This is an optimization exercise on Yosys and OpenROAD, whose aim is small area and a short achievable clock period, not a production implementation. No run shown here included a check of the RTL's function; only the layout flow was run. Power is estimated from default activity; no workload was simulated.

## flow/design.v (module list and top-level ports; edited modules follow where they fit)
// module DCIM: 1847 lines
module DCIM (
    input clk,
    input rst_n,
    input in_valid,
    input [127:0] in_data1,
    input [127:0] in_data2,
    input [127:0] in_data3,
    input [127:0] in_data4,
    output reg out_valid,
    output reg [12:0] O1,
    output reg [12:0] O2,
    output reg [12:0] O3,
    output reg [12:0] O4
);
  // ...
==> flow/flow/run.sh <==
#!/bin/bash
# Standard ORFS layout with two changes:
#  - SYNTH_ARGS=-noabc: skip the abc -fast inside Yosys's generic synth, so the
#    full adders written in the RTL reach extract_fa in their plain polarity
#    (no inverters around every full adder); the final liberty abc still runs.
#  - port buffers use buf_1.
set -euo pipefail
bash standard.sh SYNTH_ARGS=-noabc "BUFFER_PORTS_ARGS=-buffer_cell sky130_fd_sc_hd__buf_1" finish > flow_make.log 2>&1
==> flow/standard.sh <==
#!/bin/bash
# synth_recipe.tcl (not shown) runs the flow's synth.tcl, then flattens the netlist and writes it again
# the make line also repeats each setting of config.mk as NAME=value (left out here)
make -C /OpenROAD-flow-scripts/flow DESIGN_CONFIG=/design/flow/config.mk WORK_HOME=/design/flow/orfs CLKGATE_MAP_FILE= SYNTH_SCRIPT=/design/flow/synth_recipe.tcl "${@:-finish}"
==> flow/config.mk <==
export PLATFORM = sky130hd
export DESIGN_NAME = DCIM
export DESIGN_NICKNAME = DCIM
export VERILOG_FILES = /design/flow/design.v
export SDC_FILE = /design/flow/constraint.sdc
export NUM_CORES = 4
export LEC_CHECK = 0
export CAP_MARGIN = 20
export CORE_MARGIN = 2
export CORE_UTILIZATION = 60
export CTS_CLUSTER_DIAMETER = 80
export CTS_CLUSTER_SIZE = 30
export GPL_TIMING_DRIVEN = 0
export SETUP_SLACK_MARGIN = 0.8
export SLEW_MARGIN = 20
==> flow/constraint.sdc <==
create_clock -name core_clock -period 2.4 [get_ports {clk}]
set_input_delay 0.4800 -clock core_clock [delete_from_list [all_inputs] [get_ports {clk}]]
set_output_delay 0.4800 -clock core_clock [all_outputs]
set_load 0.01 [all_outputs]
==> impl_metrics.yaml, run 1 <==
drt:
  wl_per_cell_um: 16.9
  ant_nets: 0
  drc: 0
status:
  status: "complete, no violations"
cts:
  numCtsBuffers: 26
  clockBufferDepth: 3
logic_synthesis:
  synth_top_area_cell: "fa_1"
  synthSimpleGateAreaFrac: 0.0404
  ys_top_cells_by_area: "fa_1 (35%), dfxtp_1 (35%), edfxtp_1 (10%), dfrtp_1 (6.4%), ha_1 (3.7%)"
  synth_top_flop_cell: "dfxtp_1"
  synthesis.area_um2: 28100
  synthMostInstantiatedCell: "fa_1"
  synth-seq-cells: 656
  synth_mux_area_frac: 0.00730
  synth_edf_count: 96
  synth_nets: 2737
timing:
  relSlewSlack: 0.680
  fin_skew_ns: 0.0168
  timing.final.hold_violations: 0
  period_share: 0.689
floorplanning:
  nWellTaps: 607
  core_area_um2: 46400
  initial_core_util: 0.606
global_route:
  grt_pass1_wl_mm: 75.8
  use_met2: 0.366
power_and_ir_drop:
  pg_clk_w: 0.00522
  power_density_nw_per_um2: 1180
place:
  dp.cells: 2819
finish:
  layout_common_cells: "buf_1 (523), dfxtp_1 (481), fa_1 (272)"
  register_area_um2: 14500
  multi_input_gates: 951
  fin_cells: 2882
  clkCellAreaFrac: 0.0228
worst_hold_path:
  hold_class: "input pin to register"
  hold_depth: 2
worst_setup_path:
  cp_slowest_cell: "fa_1"
  crit_path_frequent_cell: "fa_2"
==> inputs of run 2 (changes only) <==
--- a/flow/design.v
+++ b/flow/design.v
@@ -263,78 +263,78 @@
 wire c1_s109 = p1_r1[12] ^ p1_r1[13] ^ p1_r1[14];
 wire c1_c109 = (p1_r1[12] & p1_r1[13]) | (p1_r1[14] & (p1_r1[12] ^ p1_r1[13]));
 wire c1_s110 = p1_r1[15] ^ c1_c106 ^ c1_c107;
 wire c1_c110 = (p1_r1[15] & c1_c106) | (c1_c107 & (p1_r1[15] ^ c1_c106));
 wire c1_s111 = p1_r1[16] ^ p1_r1[17] ^ p1_r1[18];
 wire c1_c111 = (p1_r1[16] & p1_r1[17]) | (p1_r1[18] & (p1_r1[16] ^ p1_r1[17]));
 wire c1_s112 = p1_r1[19] ^ p1_r1[20] ^ c1_c109;
 wire c1_c112 = (p1_r1[19] & p1_r1[20]) | (c1_c109 & (p1_r1[19] ^ p1_r1[20]));
-wire c1_s113 = p1_r1[21] ^ p1_r1[22] ^ p1_r1[23];
-wire c1_c113 = (p1_r1[21] & p1_r1[22]) | (p1_r1[23] & (p1_r1[21] ^ p1_r1[22]));
-wire c1_s114 = c1_c111 ^ c1_s113 ^ c1_c112;
-wire c1_c114 = (c1_c111 & c1_s113) | (c1_c112 & (c1_c111 ^ c1_s113));
-reg [13:0] p1_r2;
-always @(posedge clk) p1_r2 <= {c1_c114, c1_c113, c1_s114, c1_s112, c1_c110, c1_s111, c1_s110, c1_c108, c1_s109, c1_s108, c1_s105, p1_r1[2], p1_r1[1], p1_r1[0]};
-wire c1_s115 = p1_r2[5] ^ p1_r2[6] ^ p1_r2[7];
-wire c1_c115 = (p1_r2[5] & p1_r2[6]) | (p1_r2[7] & (p1_r2[5] ^ p1_r2[6]));
-wire c1_s116 = p1_r2[8] ^ p1_r2[9] ^ p1_r2[10];
-wire c1_c116 = (p1_r2[8] & p1_r2[9]) | (p1_r2[10] & (p1_r2[8] ^ p1_r2[9]));
-reg [11:0] p1_r3;
-always @(posedge clk) p1_r3 <= {p1_r2[13], p1_r2[12], c1_c116, p1_r2[11], c1_s116, c1_c115, c1_s115, p1_r2[4], p1_r2[3], p1_r2[2], p1_r2[1], p1_r2[0]};
-wire S1_w_g0 = p1_r3[0] & p1_r3[1];
-wire S1_w_p0 = p1_r3[0] ^ p1_r3[1];
-wire S1_w_g5 = p1_r3[6] & p1_r3[7];
-wire S1_w_p5 = p1_r3[6] ^ p1_r3[7];
-wire S1_w_g6 = p1_r3[8] & p1_r3[9];
-wire S1_w_p6 = p1_r3[8] ^ p1_r3[9];
-wire S1_w_g7 = p1_r3[10] & p1_r3[11];
-wire S1_w_p7 = p1_r3[10] ^ p1_r3[11];
-wire S1_w_n1 = p1_r3[2] & p1_r3[0] & p1_r3[1];
-wire S1_w_n2 = p1_r3[2] & S1_w_p0;
-wire S1_w_n3 = p1_r3[4] & p1_r3[3];
-wire S1_w_n4 = S1_w_p5 & p1_r3[5];
+wire c1_s113 = c1_s111 ^ c1_c110 ^ c1_s112;
+wire c1_c113 = (c1_s111 & c1_c110) | (c1_s112 & (c1_s111 ^ c1_c110));
+wire c1_s114 = p1_r1[21] ^ p1_r1[22] ^ p1_r1[23];
+wire c1_c114 = (p1_r1[21] & p1_r1[22]) | (p1_r1[23] & (p1_r1[21] ^ p1_r1[22]));
+wire c1_s115 = c1_c111 ^ c1_s114 ^ c1_c112;
+wire c1_c115 = (c1_c111 & c1_s114) | (c1_c112 & (c1_c111 ^ c1_s114));
+reg [12:0] p1_r2;
+always @(posedge clk) p1_r2 <= {c1_c115, c1_c114, c1_s115, c1_c113, c1_s113, c1_s110, c1_c108, c1_s109, c1_s108, c1_s105, p1_r1[2], p1_r1[1], p1_r1[0]};
+wire c1_s116 = p1_r2[5] ^ p1_r2[6] ^ p1_r2[7];
+wire c1_c116 = (p1_r2[5] & p1_r2[6]) | (p1_r2[7] & (p1_r2[5] ^ p1_r2[6]));
+wire S1_w_g0 = p1_r2[0] & p1_r2[1];
+wire S1_w_p0 = p1_r2[0] ^ p1_r2[1];
+wire S1_w_g5 = p1_r2[8] & c1_c116;
+wire S1_w_p5 = p1_r2[8] ^ c1_c116;
+wire S1_w_g6 = p1_r2[9] & p1_r2[10];
+wire S1_w_p6 = p1_r2[9] ^ p1_r2[10];
+wire S1_w_g7 = p1_r2[11] & p1_r2[12];
+wire S1_w_p7 = p1_r2[11] ^ p1_r2[12];
+wire S1_w_n1 = p1_r2[2] & p1_r2[0] & p1_r2[1];
+wire S1_w_n2 = p1_r2[2] & S1_w_p0;
+wire S1_w_n3 = p1_r2[4] & p1_r2[3];
+wire S1_w_n4 = S1_w_p5 & c1_s116;
 wire S1_w_n5 = S1_w_p7 & S1_w_g6;
 wire S1_w_n6 = S1_w_g7 | S1_w_n5;
 wire S1_w_n7 = S1_w_p7 & S1_w_p6;
-wire S1_w_n8 = p1_r3[3] & p1_r3[2];
+wire S1_w_n8 = p1_r2[3] & p1_r2[2];
 wire S1_w_n9 = S1_w_n8 & S1_w_g0;
-wire S1_w_n10 = p1_r3[3] & S1_w_n2;
+wire S1_w_n10 = p1_r2[3] & S1_w_n2;
 wire S1_w_n11 = S1_w_n3 & S1_w_n1;
 wire S1_w_n12 = S1_w_n3 & S1_w_n2;
 wire S1_w_n13 = S1_w_p6 & S1_w_g5;
 wire S1_w_n14 = S1_w_g6 | S1_w_n13;
 wire S1_w_n15 = S1_w_p6 & S1_w_n4;
 wire S1_w_n16 = S1_w_n7 & S1_w_g5;
 wire S1_w_n17 = S1_w_n6 | S1_w_n16;
 wire S1_w_n18 = S1_w_n7 & S1_w_n4;
-wire S1_w_n19 = p1_r3[5] & p1_r3[4];
+wire S1_w_n19 = c1_s116 & p1_r2[4];
 wire S1_w_n20 = S1_w_n19 & S1_w_n9;
-wire S1_w_n21 = p1_r3[5] & S1_w_n12;
+wire S1_w_n21 = c1_s116 & S1_w_n12;
 wire S1_w_n22 = S1_w_n4 & S1_w_n11;
 wire S1_w_n23 = S1_w_g5 | S1_w_n22;
 wire S1_w_n24 = S1_w_n4 & S1_w_n12;
 wire S1_w_n25 = S1_w_n15 & S1_w_n11;
 wire S1_w_n26 = S1_w_n14 | S1_w_n25;
 wire S1_w_n27 = S1_w_n15 & S1_w_n12;
 wire S1_w_n28 = S1_w_n18 & S1_w_n11;
 wire S1_w_n29 = S1_w_n17 | S1_w_n28;
 wire S1_w_n30 = S1_w_n18 & S1_w_n12;
 wire [8:0] S1_w;
 assign S1_w[0] = S1_w_p0;
-assign S1_w[1] = p1_r3[2] ^ S1_w_g0;
-assign S1_w[2] = p1_r3[3] ^ S1_w_n1;
-assign S1_w[3] = p1_r3[4] ^ S1_w_n9;
-assign S1_w[4] = p1_r3[5] ^ S1_w_n11;
+assign S1_w[1] = p1_r2[2] ^ S1_w_g0;
+assign S1_w[2] = p1_r2[3] ^ S1_w_n1;
+assign S1_w[3] = p1_r2[4] ^ S1_w_n9;
+assign S1_w[4] = c1_s116 ^ S1_w_n11;
 assign S1_w[5] = S1_w_p5 ^ S1_w_n20;
 assign S1_w[6] = S1_w_p6 ^ S1_w_n23;
 assign S1_w[7] = S1_w_p7 ^ S1_w_n26;
 assign S1_w[8] = S1_w_n29;
+reg [8:0] S1_r3;
+always @(posedge clk) S1_r3 <= S1_w;
 reg [8:0] S1_r4;
-always @(posedge clk) S1_r4 <= S1_w;
+always @(posedge clk) S1_r4 <= S1_r3;
 reg [12:0] as1, ac1;
 wire [12:0] ga1 = {as1[11:0], 1'b0} & {13{keep1}};
 wire [12:0] gc1 = {ac1[11:0], 1'b0} & {13{keep1}};
 wire a1_s0 = S1_r4[0];
 wire a1_c0 = 1'b0;
 wire a1_s1 = S1_r4[1] ^ ga1[1] ^ gc1[1];
 wire a1_c1 = (ga1[1] & gc1[1]) | (S1_r4[1] & (ga1[1] ^ gc1[1]));
 wire a1_s2 = S1_r4[2] ^ ga1[2] ^ gc1[2];
@@ -714,78 +714,78 @@
 wire c2_s109 = p2_r1[12] ^ p2_r1[13] ^ p2_r1[14];
 wire c2_c109 = (p2_r1[12] & p2_r1[13]) | (p2_r1[14] & (p2_r1[12] ^ p2_r1[13]));
 wire c2_s110 = p2_r1[15] ^ c2_c106 ^ c2_c107;
 wire c2_c110 = (p2_r1[15] & c2_c106) | (c2_c107 & (p2_r1[15] ^ c2_c106));
 wire c2_s111 = p2_r1[16] ^ p2_r1[17] ^ p2_r1[18];
 wire c2_c111 = (p2_r1[16] & p2_r1[17]) | (p2_r1[18] & (p2_r1[16] ^ p2_r1[17]));
 wire c2_s112 = p2_r1[19] ^ p2_r1[20] ^ c2_c109;
 wire c2_c112 = (p2_r1[19] & p2_r1[20]) | (c2_c109 & (p2_r1[19] ^ p2_r1[20]));
-wire c2_s113 = p2_r1[21] ^ p2_r1[22] ^ p2_r1[23];
-wire c2_c113 = (p2_r1[21] & p2_r1[22]) | (p2_r1[23] & (p2_r1[21] ^ p2_r1[22]));
-wire c2_s114 = c2_c111 ^ c2_s113 ^ c2_c112;
-wire c2_c114 = (c2_c111 & c2_s113) | (c2_c112 & (c2_c111 ^ c2_s113));
-reg [13:0] p2_r2;
-always @(posedge clk) p2_r2 <= {c2_c114, c2_c113, c2_s114, c2_s112, c2_c110, c2_s111, c2_s110, c2_c108, c2_s109, c2_s108, c2_s105, p2_r1[2], p2_r1[1], p2_r1[0]};
-wire c2_s115 = p2_r2[5] ^ p2_r2[6] ^ p2_r2[7];
-wire c2_c115 = (p2_r2[5] & p2_r2[6]) | (p2_r2[7] & (p2_r2[5] ^ p2_r2[6]));
-wire c2_s116 = p2_r2[8] ^ p2_r2[9] ^ p2_r2[10];
-wire c2_c116 = (p2_r2[8] & p2_r2[9]) | (p2_r2[10] & (p2_r2[8] ^ p2_r2[9]));
-reg [11:0] p2_r3;
-always @(posedge clk) p2_r3 <= {p2_r2[13], p2_r2[12], c2_c116, p2_r2[11], c2_s116, c2_c115, c2_s115, p2_r2[4], p2_r2[3], p2_r2[2], p2_r2[1], p2_r2[0]};
-wire S2_w_g0 = p2_r3[0] & p2_r3[1];
-wire S2_w_p0 = p2_r3[0] ^ p2_r3[1];
-wire S2_w_g5 = p2_r3[6] & p2_r3[7];
-wire S2_w_p5 = p2_r3[6] ^ p2_r3[7];
-wire S2_w_g6 = p2_r3[8] & p2_r3[9];
-wire S2_w_p6 = p2_r3[8] ^ p2_r3[9];
-wire S2_w_g7 = p2_r3[10] & p2_r3[11];
-wire S2_w_p7 = p2_r3[10] ^ p2_r3[11];
-wire S2_w_n1 = p2_r3[2] & p2_r3[0] & p2_r3[1];
-wire S2_w_n2 = p2_r3[2] & S2_w_p0;
-wire S2_w_n3 = p2_r3[4] & p2_r3[3];
-wire S2_w_n4 = S2_w_p5 & p2_r3[5];
+wire c2_s113 = c2_s111 ^ c2_c110 ^ c2_s112;
+wire c2_c113 = (c2_s111 & c2_c110) | (c2_s112 & (c2_s111 ^ c2_c110));
+wire c2_s114 = p2_r1[21] ^ p2_r1[22] ^ p2_r1[23];
+wire c2_c114 = (p2_r1[21] & p2_r1[22]) | (p2_r1[23] & (p2_r1[21] ^ p2_r1[22]));
+wire c2_s115 = c2_c111 ^ c2_s114 ^ c2_c112;
+wire c2_c115 = (c2_c111 & c2_s114) | (c2_c112 & (c2_c111 ^ c2_s114));
+reg [12:0] p2_r2;
+always @(posedge clk) p2_r2 <= {c2_c115, c2_c114, c2_s115, c2_c113, c2_s113, c2_s110, c2_c108, c2_s109, c2_s108, c2_s105, p2_r1[2], p2_r1[1], p2_r1[0]};
+wire c2_s116 = p2_r2[5] ^ p2_r2[6] ^ p2_r2[7];
+wire c2_c116 = (p2_r2[5] & p2_r2[6]) | (p2_r2[7] & (p2_r2[5] ^ p2_r2[6]));
+wire S2_w_g0 = p2_r2[0] & p2_r2[1];
+wire S2_w_p0 = p2_r2[0] ^ p2_r2[1];
+wire S2_w_g5 = p2_r2[8] & c2_c116;
+wire S2_w_p5 = p2_r2[8] ^ c2_c116;
+wire S2_w_g6 = p2_r2[9] & p2_r2[10];
+wire S2_w_p6 = p2_r2[9] ^ p2_r2[10];
+wire S2_w_g7 = p2_r2[11] & p2_r2[12];
+wire S2_w_p7 = p2_r2[11] ^ p2_r2[12];
+wire S2_w_n1 = p2_r2[2] & p2_r2[0] & p2_r2[1];
+wire S2_w_n2 = p2_r2[2] & S2_w_p0;
+wire S2_w_n3 = p2_r2[4] & p2_r2[3];
+wire S2_w_n4 = S2_w_p5 & c2_s116;
 wire S2_w_n5 = S2_w_p7 & S2_w_g6;
 wire S2_w_n6 = S2_w_g7 | S2_w_n5;
 wire S2_w_n7 = S2_w_p7 & S2_w_p6;
-wire S2_w_n8 = p2_r3[3] & p2_r3[2];
+wire S2_w_n8 = p2_r2[3] & p2_r2[2];
 wire S2_w_n9 = S2_w_n8 & S2_w_g0;
-wire S2_w_n10 = p2_r3[3] & S2_w_n2;
+wire S2_w_n10 = p2_r2[3] & S2_w_n2;
 wire S2_w_n11 = S2_w_n3 & S2_w_n1;
 wire S2_w_n12 = S2_w_n3 & S2_w_n2;
 wire S2_w_n13 = S2_w_p6 & S2_w_g5;
 wire S2_w_n14 = S2_w_g6 | S2_w_n13;
 wire S2_w_n15 = S2_w_p6 & S2_w_n4;
 wire S2_w_n16 = S2_w_n7 & S2_w_g5;
 wire S2_w_n17 = S2_w_n6 | S2_w_n16;
 wire S2_w_n18 = S2_w_n7 & S2_w_n4;
-wire S2_w_n19 = p2_r3[5] & p2_r3[4];
+wire S2_w_n19 = c2_s116 & p2_r2[4];
 wire S2_w_n20 = S2_w_n19 & S2_w_n9;
-wire S2_w_n21 = p2_r3[5] & S2_w_n12;
+wire S2_w_n21 = c2_s116 & S2_w_n12;
 wire S2_w_n22 = S2_w_n4 & S2_w_n11;
 wire S2_w_n23 = S2_w_g5 | S2_w_n22;
 wire S2_w_n24 = S2_w_n4 & S2_w_n12;
 wire S2_w_n25 = S2_w_n15 & S2_w_n11;
 wire S2_w_n26 = S2_w_n14 | S2_w_n25;
 wire S2_w_n27 = S2_w_n15 & S2_w_n12;
 wire S2_w_n28 = S2_w_n18 & S2_w_n11;
 wire S2_w_n29 = S2_w_n17 | S2_w_n28;
 wire S2_w_n30 = S2_w_n18 & S2_w_n12;
 wire [8:0] S2_w;
 assign S2_w[0] = S2_w_p0;
-assign S2_w[1] = p2_r3[2] ^ S2_w_g0;
-assign S2_w[2] = p2_r3[3] ^ S2_w_n1;
-assign S2_w[3] = p2_r3[4] ^ S2_w_n9;
-assign S2_w[4] = p2_r3[5] ^ S2_w_n11;
+assign S2_w[1] = p2_r2[2] ^ S2_w_g0;
+assign S2_w[2] = p2_r2[3] ^ S2_w_n1;
+assign S2_w[3] = p2_r2[4] ^ S2_w_n9;
+assign S2_w[4] = c2_s116 ^ S2_w_n11;
 assign S2_w[5] = S2_w_p5 ^ S2_w_n20;
 assign S2_w[6] = S2_w_p6 ^ S2_w_n23;
 assign S2_w[7] = S2_w_p7 ^ S2_w_n26;
 assign S2_w[8] = S2_w_n29;
+reg [8:0] S2_r3;
+always @(posedge clk) S2_r3 <= S2_w;
 reg [8:0] S2_r4;
-always @(posedge clk) S2_r4 <= S2_w;
+always @(posedge clk) S2_r4 <= S2_r3;
 reg [12:0] as2, ac2;
 wire [12:0] ga2 = {as2[11:0], 1'b0} & {13{keep2}};
 wire [12:0] gc2 = {ac2[11:0], 1'b0} & {13{keep2}};
 wire a2_s0 = S2_r4[0];
 wire a2_c0 = 1'b0;
 wire a2_s1 = S2_r4[1] ^ ga2[1] ^ gc2[1];
 wire a2_c1 = (ga2[1] & gc2[1]) | (S2_r4[1] & (ga2[1] ^ gc2[1]));
 wire a2_s2 = S2_r4[2] ^ ga2[2] ^ gc2[2];
@@ -1165,78 +1165,78 @@
 wire c3_s109 = p3_r1[12] ^ p3_r1[13] ^ p3_r1[14];
 wire c3_c109 = (p3_r1[12] & p3_r1[13]) | (p3_r1[14] & (p3_r1[12] ^ p3_r1[13]));
 wire c3_s110 = p3_r1[15] ^ c3_c106 ^ c3_c107;
 wire c3_c110 = (p3_r1[15] & c3_c106) | (c3_c107 & (p3_r1[15] ^ c3_c106));
 wire c3_s111 = p3_r1[16] ^ p3_r1[17] ^ p3_r1[18];
 wire c3_c111 = (p3_r1[16] & p3_r1[17]) | (p3_r1[18] & (p3_r1[16] ^ p3_r1[17]));
 wire c3_s112 = p3_r1[19] ^ p3_r1[20] ^ c3_c109;
 wire c3_c112 = (p3_r1[19] & p3_r1[20]) | (c3_c109 & (p3_r1[19] ^ p3_r1[20]));
-wire c3_s113 = p3_r1[21] ^ p3_r1[22] ^ p3_r1[23];
-wire c3_c113 = (p3_r1[21] & p3_r1[22]) | (p3_r1[23] & (p3_r1[21] ^ p3_r1[22]));
-wire c3_s114 = c3_c111 ^ c3_s113 ^ c3_c112;
-wire c3_c114 = (c3_c111 & c3_s113) | (c3_c112 & (c3_c111 ^ c3_s113));
-reg [13:0] p3_r2;
-always @(posedge clk) p3_r2 <= {c3_c114, c3_c113, c3_s114, c3_s112, c3_c110, c3_s111, c3_s110, c3_c108, c3_s109, c3_s108, c3_s105, p3_r1[2], p3_r1[1], p3_r1[0]};
-wire c3_s115 = p3_r2[5] ^ p3_r2[6] ^ p3_r2[7];
-wire c3_c115 = (p3_r2[5] & p3_r2[6]) | (p3_r2[7] & (p3_r2[5] ^ p3_r2[6]));
-wire c3_s116 = p3_r2[8] ^ p3_r2[9] ^ p3_r2[10];
-wire c3_c116 = (p3_r2[8] & p3_r2[9]) | (p3_r2[10] & (p3_r2[8] ^ p3_r2[9]));
-reg [11:0] p3_r3;
-always @(posedge clk) p3_r3 <= {p3_r2[13], p3_r2[12], c3_c116, p3_r2[11], c3_s116, c3_c115, c3_s115, p3_r2[4], p3_r2[3], p3_r2[2], p3_r2[1], p3_r2[0]};
-wire S3_w_g0 = p3_r3[0] & p3_r3[1];
-wire S3_w_p0 = p3_r3[0] ^ p3_r3[1];
-wire S3_w_g5 = p3_r3[6] & p3_r3[7];
-wire S3_w_p5 = p3_r3[6] ^ p3_r3[7];
-wire S3_w_g6 = p3_r3[8] & p3_r3[9];
-wire S3_w_p6 = p3_r3[8] ^ p3_r3[9];
-wire S3_w_g7 = p3_r3[10] & p3_r3[11];
-wire S3_w_p7 = p3_r3[10] ^ p3_r3[11];
-wire S3_w_n1 = p3_r3[2] & p3_r3[0] & p3_r3[1];
-wire S3_w_n2 = p3_r3[2] & S3_w_p0;
-wire S3_w_n3 = p3_r3[4] & p3_r3[3];
-wire S3_w_n4 = S3_w_p5 & p3_r3[5];
+wire c3_s113 = c3_s111 ^ c3_c110 ^ c3_s112;
+wire c3_c113 = (c3_s111 & c3_c110) | (c3_s112 & (c3_s111 ^ c3_c110));
+wire c3_s114 = p3_r1[21] ^ p3_r1[22] ^ p3_r1[23];
+wire c3_c114 = (p3_r1[21] & p3_r1[22]) | (p3_r1[23] & (p3_r1[21] ^ p3_r1[22]));
+wire c3_s115 = c3_c111 ^ c3_s114 ^ c3_c112;
+wire c3_c115 = (c3_c111 & c3_s114) | (c3_c112 & (c3_c111 ^ c3_s114));
+reg [12:0] p3_r2;
+always @(posedge clk) p3_r2 <= {c3_c115, c3_c114, c3_s115, c3_c113, c3_s113, c3_s110, c3_c108, c3_s109, c3_s108, c3_s105, p3_r1[2], p3_r1[1], p3_r1[0]};
+wire c3_s116 = p3_r2[5] ^ p3_r2[6] ^ p3_r2[7];
+wire c3_c116 = (p3_r2[5] & p3_r2[6]) | (p3_r2[7] & (p3_r2[5] ^ p3_r2[6]));
+wire S3_w_g0 = p3_r2[0] & p3_r2[1];
+wire S3_w_p0 = p3_r2[0] ^ p3_r2[1];
+wire S3_w_g5 = p3_r2[8] & c3_c116;
+wire S3_w_p5 = p3_r2[8] ^ c3_c116;
+wire S3_w_g6 = p3_r2[9] & p3_r2[10];
+wire S3_w_p6 = p3_r2[9] ^ p3_r2[10];
+wire S3_w_g7 = p3_r2[11] & p3_r2[12];
+wire S3_w_p7 = p3_r2[11] ^ p3_r2[12];
+wire S3_w_n1 = p3_r2[2] & p3_r2[0] & p3_r2[1];
+wire S3_w_n2 = p3_r2[2] & S3_w_p0;
+wire S3_w_n3 = p3_r2[4] & p3_r2[3];
+wire S3_w_n4 = S3_w_p5 & c3_s116;
 wire S3_w_n5 = S3_w_p7 & S3_w_g6;
 wire S3_w_n6 = S3_w_g7 | S3_w_n5;
 wire S3_w_n7 = S3_w_p7 & S3_w_p6;
-wire S3_w_n8 = p3_r3[3] & p3_r3[2];
+wire S3_w_n8 = p3_r2[3] & p3_r2[2];
 wire S3_w_n9 = S3_w_n8 & S3_w_g0;
-wire S3_w_n10 = p3_r3[3] & S3_w_n2;
+wire S3_w_n10 = p3_r2[3] & S3_w_n2;
 wire S3_w_n11 = S3_w_n3 & S3_w_n1;
 wire S3_w_n12 = S3_w_n3 & S3_w_n2;
 wire S3_w_n13 = S3_w_p6 & S3_w_g5;
 wire S3_w_n14 = S3_w_g6 | S3_w_n13;
 wire S3_w_n15 = S3_w_p6 & S3_w_n4;
 wire S3_w_n16 = S3_w_n7 & S3_w_g5;
 wire S3_w_n17 = S3_w_n6 | S3_w_n16;
 wire S3_w_n18 = S3_w_n7 & S3_w_n4;
-wire S3_w_n19 = p3_r3[5] & p3_r3[4];
+wire S3_w_n19 = c3_s116 & p3_r2[4];
 wire S3_w_n20 = S3_w_n19 & S3_w_n9;
-wire S3_w_n21 = p3_r3[5] & S3_w_n12;
+wire S3_w_n21 = c3_s116 & S3_w_n12;
 wire S3_w_n22 = S3_w_n4 & S3_w_n11;
 wire S3_w_n23 = S3_w_g5 | S3_w_n22;
 wire S3_w_n24 = S3_w_n4 & S3_w_n12;
 wire S3_w_n25 = S3_w_n15 & S3_w_n11;
 wire S3_w_n26 = S3_w_n14 | S3_w_n25;
 wire S3_w_n27 = S3_w_n15 & S3_w_n12;
 wire S3_w_n28 = S3_w_n18 & S3_w_n11;
 wire S3_w_n29 = S3_w_n17 | S3_w_n28;
 wire S3_w_n30 = S3_w_n18 & S3_w_n12;
 wire [8:0] S3_w;
 assign S3_w[0] = S3_w_p0;
-assign S3_w[1] = p3_r3[2] ^ S3_w_g0;
-assign S3_w[2] = p3_r3[3] ^ S3_w_n1;
-assign S3_w[3] = p3_r3[4] ^ S3_w_n9;
-assign S3_w[4] = p3_r3[5] ^ S3_w_n11;
+assign S3_w[1] = p3_r2[2] ^ S3_w_g0;
+assign S3_w[2] = p3_r2[3] ^ S3_w_n1;
+assign S3_w[3] = p3_r2[4] ^ S3_w_n9;
+assign S3_w[4] = c3_s116 ^ S3_w_n11;
 assign S3_w[5] = S3_w_p5 ^ S3_w_n20;
 assign S3_w[6] = S3_w_p6 ^ S3_w_n23;
 assign S3_w[7] = S3_w_p7 ^ S3_w_n26;
 assign S3_w[8] = S3_w_n29;
+reg [8:0] S3_r3;
+always @(posedge clk) S3_r3 <= S3_w;
 reg [8:0] S3_r4;
-always @(posedge clk) S3_r4 <= S3_w;
+always @(posedge clk) S3_r4 <= S3_r3;
 reg [12:0] as3, ac3;
 wire [12:0] ga3 = {as3[11:0], 1'b0} & {13{keep3}};
 wire [12:0] gc3 = {ac3[11:0], 1'b0} & {13{keep3}};
 wire a3_s0 = S3_r4[0];
 wire a3_c0 = 1'b0;
 wire a3_s1 = S3_r4[1] ^ ga3[1] ^ gc3[1];
 wire a3_c1 = (ga3[1] & gc3[1]) | (S3_r4[1] & (ga3[1] ^ gc3[1]));
 wire a3_s2 = S3_r4[2] ^ ga3[2] ^ gc3[2];
@@ -1616,78 +1616,78 @@
 wire c4_s109 = p4_r1[12] ^ p4_r1[13] ^ p4_r1[14];
 wire c4_c109 = (p4_r1[12] & p4_r1[13]) | (p4_r1[14] & (p4_r1[12] ^ p4_r1[13]));
 wire c4_s110 = p4_r1[15] ^ c4_c106 ^ c4_c107;
 wire c4_c110 = (p4_r1[15] & c4_c106) | (c4_c107 & (p4_r1[15] ^ c4_c106));
 wire c4_s111 = p4_r1[16] ^ p4_r1[17] ^ p4_r1[18];
 wire c4_c111 = (p4_r1[16] & p4_r1[17]) | (p4_r1[18] & (p4_r1[16] ^ p4_r1[17]));
 wire c4_s112 = p4_r1[19] ^ p4_r1[20] ^ c4_c109;
 wire c4_c112 = (p4_r1[19] & p4_r1[20]) | (c4_c109 & (p4_r1[19] ^ p4_r1[20]));
-wire c4_s113 = p4_r1[21] ^ p4_r1[22] ^ p4_r1[23];
-wire c4_c113 = (p4_r1[21] & p4_r1[22]) | (p4_r1[23] & (p4_r1[21] ^ p4_r1[22]));
-wire c4_s114 = c4_c111 ^ c4_s113 ^ c4_c112;
-wire c4_c114 = (c4_c111 & c4_s113) | (c4_c112 & (c4_c111 ^ c4_s113));
-reg [13:0] p4_r2;
-always @(posedge clk) p4_r2 <= {c4_c114, c4_c113, c4_s114, c4_s112, c4_c110, c4_s111, c4_s110, c4_c108, c4_s109, c4_s108, c4_s105, p4_r1[2], p4_r1[1], p4_r1[0]};
-wire c4_s115 = p4_r2[5] ^ p4_r2[6] ^ p4_r2[7];
-wire c4_c115 = (p4_r2[5] & p4_r2[6]) | (p4_r2[7] & (p4_r2[5] ^ p4_r2[6]));
-wire c4_s116 = p4_r2[8] ^ p4_r2[9] ^ p4_r2[10];
-wire c4_c116 = (p4_r2[8] & p4_r2[9]) | (p4_r2[10] & (p4_r2[8] ^ p4_r2[9]));
-reg [11:0] p4_r3;
-always @(posedge clk) p4_r3 <= {p4_r2[13], p4_r2[12], c4_c116, p4_r2[11], c4_s116, c4_c115, c4_s115, p4_r2[4], p4_r2[3], p4_r2[2], p4_r2[1], p4_r2[0]};
-wire S4_w_g0 = p4_r3[0] & p4_r3[1];
-wire S4_w_p0 = p4_r3[0] ^ p4_r3[1];
-wire S4_w_g5 = p4_r3[6] & p4_r3[7];
-wire S4_w_p5 = p4_r3[6] ^ p4_r3[7];
-wire S4_w_g6 = p4_r3[8] & p4_r3[9];
-wire S4_w_p6 = p4_r3[8] ^ p4_r3[9];
-wire S4_w_g7 = p4_r3[10] & p4_r3[11];
-wire S4_w_p7 = p4_r3[10] ^ p4_r3[11];
-wire S4_w_n1 = p4_r3[2] & p4_r3[0] & p4_r3[1];
-wire S4_w_n2 = p4_r3[2] & S4_w_p0;
-wire S4_w_n3 = p4_r3[4] & p4_r3[3];
-wire S4_w_n4 = S4_w_p5 & p4_r3[5];
+wire c4_s113 = c4_s111 ^ c4_c110 ^ c4_s112;
+wire c4_c113 = (c4_s111 & c4_c110) | (c4_s112 & (c4_s111 ^ c4_c110));
+wire c4_s114 = p4_r1[21] ^ p4_r1[22] ^ p4_r1[23];
+wire c4_c114 = (p4_r1[21] & p4_r1[22]) | (p4_r1[23] & (p4_r1[21] ^ p4_r1[22]));
+wire c4_s115 = c4_c111 ^ c4_s114 ^ c4_c112;
+wire c4_c115 = (c4_c111 & c4_s114) | (c4_c112 & (c4_c111 ^ c4_s114));
+reg [12:0] p4_r2;
+always @(posedge clk) p4_r2 <= {c4_c115, c4_c114, c4_s115, c4_c113, c4_s113, c4_s110, c4_c108, c4_s109, c4_s108, c4_s105, p4_r1[2], p4_r1[1], p4_r1[0]};
+wire c4_s116 = p4_r2[5] ^ p4_r2[6] ^ p4_r2[7];
+wire c4_c116 = (p4_r2[5] & p4_r2[6]) | (p4_r2[7] & (p4_r2[5] ^ p4_r2[6]));
+wire S4_w_g0 = p4_r2[0] & p4_r2[1];
+wire S4_w_p0 = p4_r2[0] ^ p4_r2[1];
+wire S4_w_g5 = p4_r2[8] & c4_c116;
+wire S4_w_p5 = p4_r2[8] ^ c4_c116;
+wire S4_w_g6 = p4_r2[9] & p4_r2[10];
+wire S4_w_p6 = p4_r2[9] ^ p4_r2[10];
+wire S4_w_g7 = p4_r2[11] & p4_r2[12];
+wire S4_w_p7 = p4_r2[11] ^ p4_r2[12];
+wire S4_w_n1 = p4_r2[2] & p4_r2[0] & p4_r2[1];
+wire S4_w_n2 = p4_r2[2] & S4_w_p0;
+wire S4_w_n3 = p4_r2[4] & p4_r2[3];
+wire S4_w_n4 = S4_w_p5 & c4_s116;
 wire S4_w_n5 = S4_w_p7 & S4_w_g6;
 wire S4_w_n6 = S4_w_g7 | S4_w_n5;
 wire S4_w_n7 = S4_w_p7 & S4_w_p6;
-wire S4_w_n8 = p4_r3[3] & p4_r3[2];
+wire S4_w_n8 = p4_r2[3] & p4_r2[2];
 wire S4_w_n9 = S4_w_n8 & S4_w_g0;
-wire S4_w_n10 = p4_r3[3] & S4_w_n2;
+wire S4_w_n10 = p4_r2[3] & S4_w_n2;
 wire S4_w_n11 = S4_w_n3 & S4_w_n1;
 wire S4_w_n12 = S4_w_n3 & S4_w_n2;
 wire S4_w_n13 = S4_w_p6 & S4_w_g5;
 wire S4_w_n14 = S4_w_g6 | S4_w_n13;
 wire S4_w_n15 = S4_w_p6 & S4_w_n4;
 wire S4_w_n16 = S4_w_n7 & S4_w_g5;
 wire S4_w_n17 = S4_w_n6 | S4_w_n16;
 wire S4_w_n18 = S4_w_n7 & S4_w_n4;
-wire S4_w_n19 = p4_r3[5] & p4_r3[4];
+wire S4_w_n19 = c4_s116 & p4_r2[4];
 wire S4_w_n20 = S4_w_n19 & S4_w_n9;
-wire S4_w_n21 = p4_r3[5] & S4_w_n12;
+wire S4_w_n21 = c4_s116 & S4_w_n12;
 wire S4_w_n22 = S4_w_n4 & S4_w_n11;
 wire S4_w_n23 = S4_w_g5 | S4_w_n22;
 wire S4_w_n24 = S4_w_n4 & S4_w_n12;
 wire S4_w_n25 = S4_w_n15 & S4_w_n11;
 wire S4_w_n26 = S4_w_n14 | S4_w_n25;
 wire S4_w_n27 = S4_w_n15 & S4_w_n12;
 wire S4_w_n28 = S4_w_n18 & S4_w_n11;
 wire S4_w_n29 = S4_w_n17 | S4_w_n28;
 wire S4_w_n30 = S4_w_n18 & S4_w_n12;
 wire [8:0] S4_w;
 assign S4_w[0] = S4_w_p0;
-assign S4_w[1] = p4_r3[2] ^ S4_w_g0;
-assign S4_w[2] = p4_r3[3] ^ S4_w_n1;
-assign S4_w[3] = p4_r3[4] ^ S4_w_n9;
-assign S4_w[4] = p4_r3[5] ^ S4_w_n11;
+assign S4_w[1] = p4_r2[2] ^ S4_w_g0;
+assign S4_w[2] = p4_r2[3] ^ S4_w_n1;
+assign S4_w[3] = p4_r2[4] ^ S4_w_n9;
+assign S4_w[4] = c4_s116 ^ S4_w_n11;
 assign S4_w[5] = S4_w_p5 ^ S4_w_n20;
 assign S4_w[6] = S4_w_p6 ^ S4_w_n23;
 assign S4_w[7] = S4_w_p7 ^ S4_w_n26;
 assign S4_w[8] = S4_w_n29;
+reg [8:0] S4_r3;
+always @(posedge clk) S4_r3 <= S4_w;
 reg [8:0] S4_r4;
-always @(posedge clk) S4_r4 <= S4_w;
+always @(posedge clk) S4_r4 <= S4_r3;
 reg [12:0] as4, ac4;
 wire [12:0] ga4 = {as4[11:0], 1'b0} & {13{keep4}};
 wire [12:0] gc4 = {ac4[11:0], 1'b0} & {13{keep4}};
 wire a4_s0 = S4_r4[0];
 wire a4_c0 = 1'b0;
 wire a4_s1 = S4_r4[1] ^ ga4[1] ^ gc4[1];
 wire a4_c1 = (ga4[1] & gc4[1]) | (S4_r4[1] & (ga4[1] ^ gc4[1]));
 wire a4_s2 = S4_r4[2] ^ ga4[2] ^ gc4[2];
==> run 2 against run 1 <==
- wire length decreased by 5.5%
- die area is 1.2% lower
- clock skew is 0.012 ns higher
- total power increased by 2.0%
- flip-flop and latch count is 16 lower
- synthesized cell count down 0.97%
- hold slack got worse by 0.020 ns
- clock-buffer cell count up 4
- sequential power decreased by 3%
- sequential share of layout area down 0.97 points
- non-clock buffer count rose by 13
- highest routed layer unchanged
==> impl_metrics.yaml, run 2 <==
place:
  portBuffers: 567
  place_ws_ns: 0.168
  gp_congestion: 0.880
  postPlaceCellArea_um2: 31400
  hpwl_mm: 39.0
finish:
  nFillCells: 3002
  layout_common_cells: "buf_1 (518), dfxtp_1 (456), fa_1 (252)"
  final_area_um2: 32800
  nets: 3347
  register_area_um2: 14200
  post-route-util: 0.721
  drive_gt1_frac: 0.184
  layout.cells.most_common: "buf_1"
  multi_input_area_um2: 14300
  area_delta_synth_final_pct: 18.1
  num_antenna_cells: 0
cts:
  clockBufferDepth: 3
  clockRootBuffer: "clkbuf_16"
  numCtsBuffers: 26
  htreeDepth: 1
  clk_latency_ns: 0.59
  cts_tree: "built"
  cts_sinks: 640
  clkTransAtPathRegs_ns: 0.11
worst_setup_path:
  worstSetupEndpointType: "register"
  critical_path.max_fanout: 1
  startpoint_type: "register"
  crit_type: "register to register"
  crit_arrival_ns: 2.26
  required_ns: 2.86
floorplanning:
  core_area_um2: 45500
  boundaryPins: 568
  fp.dieW_um: 219
  num_rows: 78
  die_area_um2: 48000
  die-height_um: 219
  initial_core_util: 0.610
timing:
  relSlewSlack: 0.660
  grt_setup_unrepaired: "true"
  fmax_ghz: 0.554
  worst_pin_slew_ns: 0.509
  period_share: 0.752
  timing.final.hold_violations: 0
  fin_ws_ns: 0.595
  holdWs_ns: 0.200
  finalSetupViolations: 0
  maxSlewViolCount: 0
  fin_crit_ns: 1.80
  fin_skew_ns: 0.0292
  finalSetupTns_ns: 0
logic_synthesis:
  synth-seq-cells: 640
  synth-seq-area-share: 0.509
  synthesis.area_um2: 27800
  synth_mux_area_frac: 0.00739
  yosys-top-cells-count: "fa_1 (496), dfxtp_1 (472), and2_1 (121)"
  synth-adder-area-share: 0.396
  synthSimpleGateAreaFrac: 0.0407
  synth-xor-area-share: 0.0249
  synth_top_family_by_area: "adder cells"
  syn_inst: 1626
  ys_types: 33
  syn_area_per_cell_um2: 17.1
  synth_top_area_cell: "fa_1"
  synth_top_flop_cell: "dfxtp_1"
  synth_compound_area_frac: 0.0175
  synth_warnings: 1
  synth_nets: 2721
  synthMostInstantiatedCell: "fa_1"
  ys_top_cells_by_area: "fa_1 (36%), dfxtp_1 (34%), edfxtp_1 (10%), dfrtp_1 (6.5%), ha_1 (3.8%)"
  synth_edf_count: 96
  synth_top_area_frac: 0.358
  async_flop_share: 0.113
global_route:
  grt_pass1_vias: 15800
  grt_use_met1: 0.255
  use_met3: 0.0198
  busiest_layer: "met2"
  antenna_found_initial: 0
  grt_max_degree: 48
  track_usage: 0.200
  use_met2: 0.366
  grt_remaining_overflow: 0
  grt_pass1_wl_mm: 75.0
drt:
  ant_nets: 0
  num_vias: 13700
  drt_wl_total_mm: 46.0
  drt_iter0_markers: 507
  vias_per_cell: 4.78
  drtPass1Iterations: 4
  wl_per_cell_um: 16.0
  drc: 0
job:
  maxCapViolations: 0
power_and_ir_drop:
  leakage_nw: 12.7
  power_density_nw_per_um2: 1200
  peakVddDrop_v: 0.000862
status:
  status: "complete, no violations"
worst_hold_path:
  hold_class: "input pin to register"
-- run 2: per-layer routing --
metal  vias to the layer above  share of wire
met5                         -              0
met2                       294           0.54
met3                        69          0.033
met4                         0          0.026
met1                      6882           0.40
li1                       6471              -
-- run 2: path summary, 6_finish.rpt --
| path | from | endpoint | slack, ns | depth (start not counted) |
|---|---|---|---|---|
| min | in_data4[124] | p4_r0[0] | 0.20 | 2 |
| max | p1_r1[14] | p1_r2[8] | 0.60 | 3 |
| max in group asynchronous | rst_n | O2[7] | 1.56 | 4 |
| min in group asynchronous | rst_n | O3[1] | 0.23 | 2 |
| min reg2reg | S3_r3[2] | S3_r4[2] | 0.33 | 0 |
| max reg2reg | p1_r1[14] | p1_r2[8] | 0.60 | 3 |
-- run 2: where the power goes --
group / switching (W) / internal (W) / total (W)
combinational: 0.00731 / 0.00773 / 0.0150
sequential: 0.00239 / 0.0166 / 0.0190
clock: 0.00311 / 0.00229 / 0.00540
-- run 2: cells by family after synthesis --
family                     count (synthesis)
adders and majority gates                580
buffers and inverters                     35
DFF                                      640
muxes                                     20
and+or+nand+nor                          193
AOI/OAI and AO/OA                         79
xor gates and xnor gates                  79
-- run 2: layout make-up --
type                       instances  area share
multi-input combinational        951       0.436
sequential                       640       0.432
timing repair buffer             598      0.0793
tap                              600      0.0229
clock buffer                      40      0.0224
buffer                            19     0.00302
clock inverter                     6     0.00256
inverter                          16     0.00183
-- run 2: stage by stage --
stage	total power (W)	instances
5_1_grt	0.0433	2870
2_1_floorplan	0.0289	1626
3_5_place_dp	0.0340	2797
4_1_cts	0.0399	2859
3_3_place_gp	0.0331	2793
6_report	0.0395	2870
-- run 2: worst max-delay path, cell delays in order, from the launching register on --
cell and delay [ns]:
dfxtp_2 0.34, fa_2 0.38, fa_2 0.55, fa_2 0.43
-- run 2: what timing repair did --
action                                  CTS  global route
hold buffers                              2             0
endpoints found under the setup margin   95            83
resized for setup                        80            61
setup buffers                            14            11
pin swaps                                23            16
hold endpoints to repair                 29             0

-- separate check: timing with driven ports --
Ports are ideal in the flow. The routed layouts listed here were re-timed in OpenROAD.
Step 1, drivers: a clkbuf_16 drives clk and a buf_2 each remaining input, both assumed.
Step 2 moves the port delays by t, midway between the first and last clock arrival at a register: inputs arrive t later, outputs are due t later. That takes back most of the time a late clock gives input paths.
Three values: ideal ports, drivers, drivers and shift; two values: the first two.
run	t, ns	setup slack, ns	worst setup path after step 2	worst data-port slew with drivers (ns)	cell pins on the clock port's net
run 1	0.639	0.748 / 0.732 / 0.176	input to register	0.12	1
run 2	0.631	0.595 / 0.595 / 0.199	input to register	0.08	1
After both steps setup and hold are still met in every run listed. The setup slack of run 1, which loses most, moves by -0.016 ns with the drivers and by -0.572 ns with both steps.
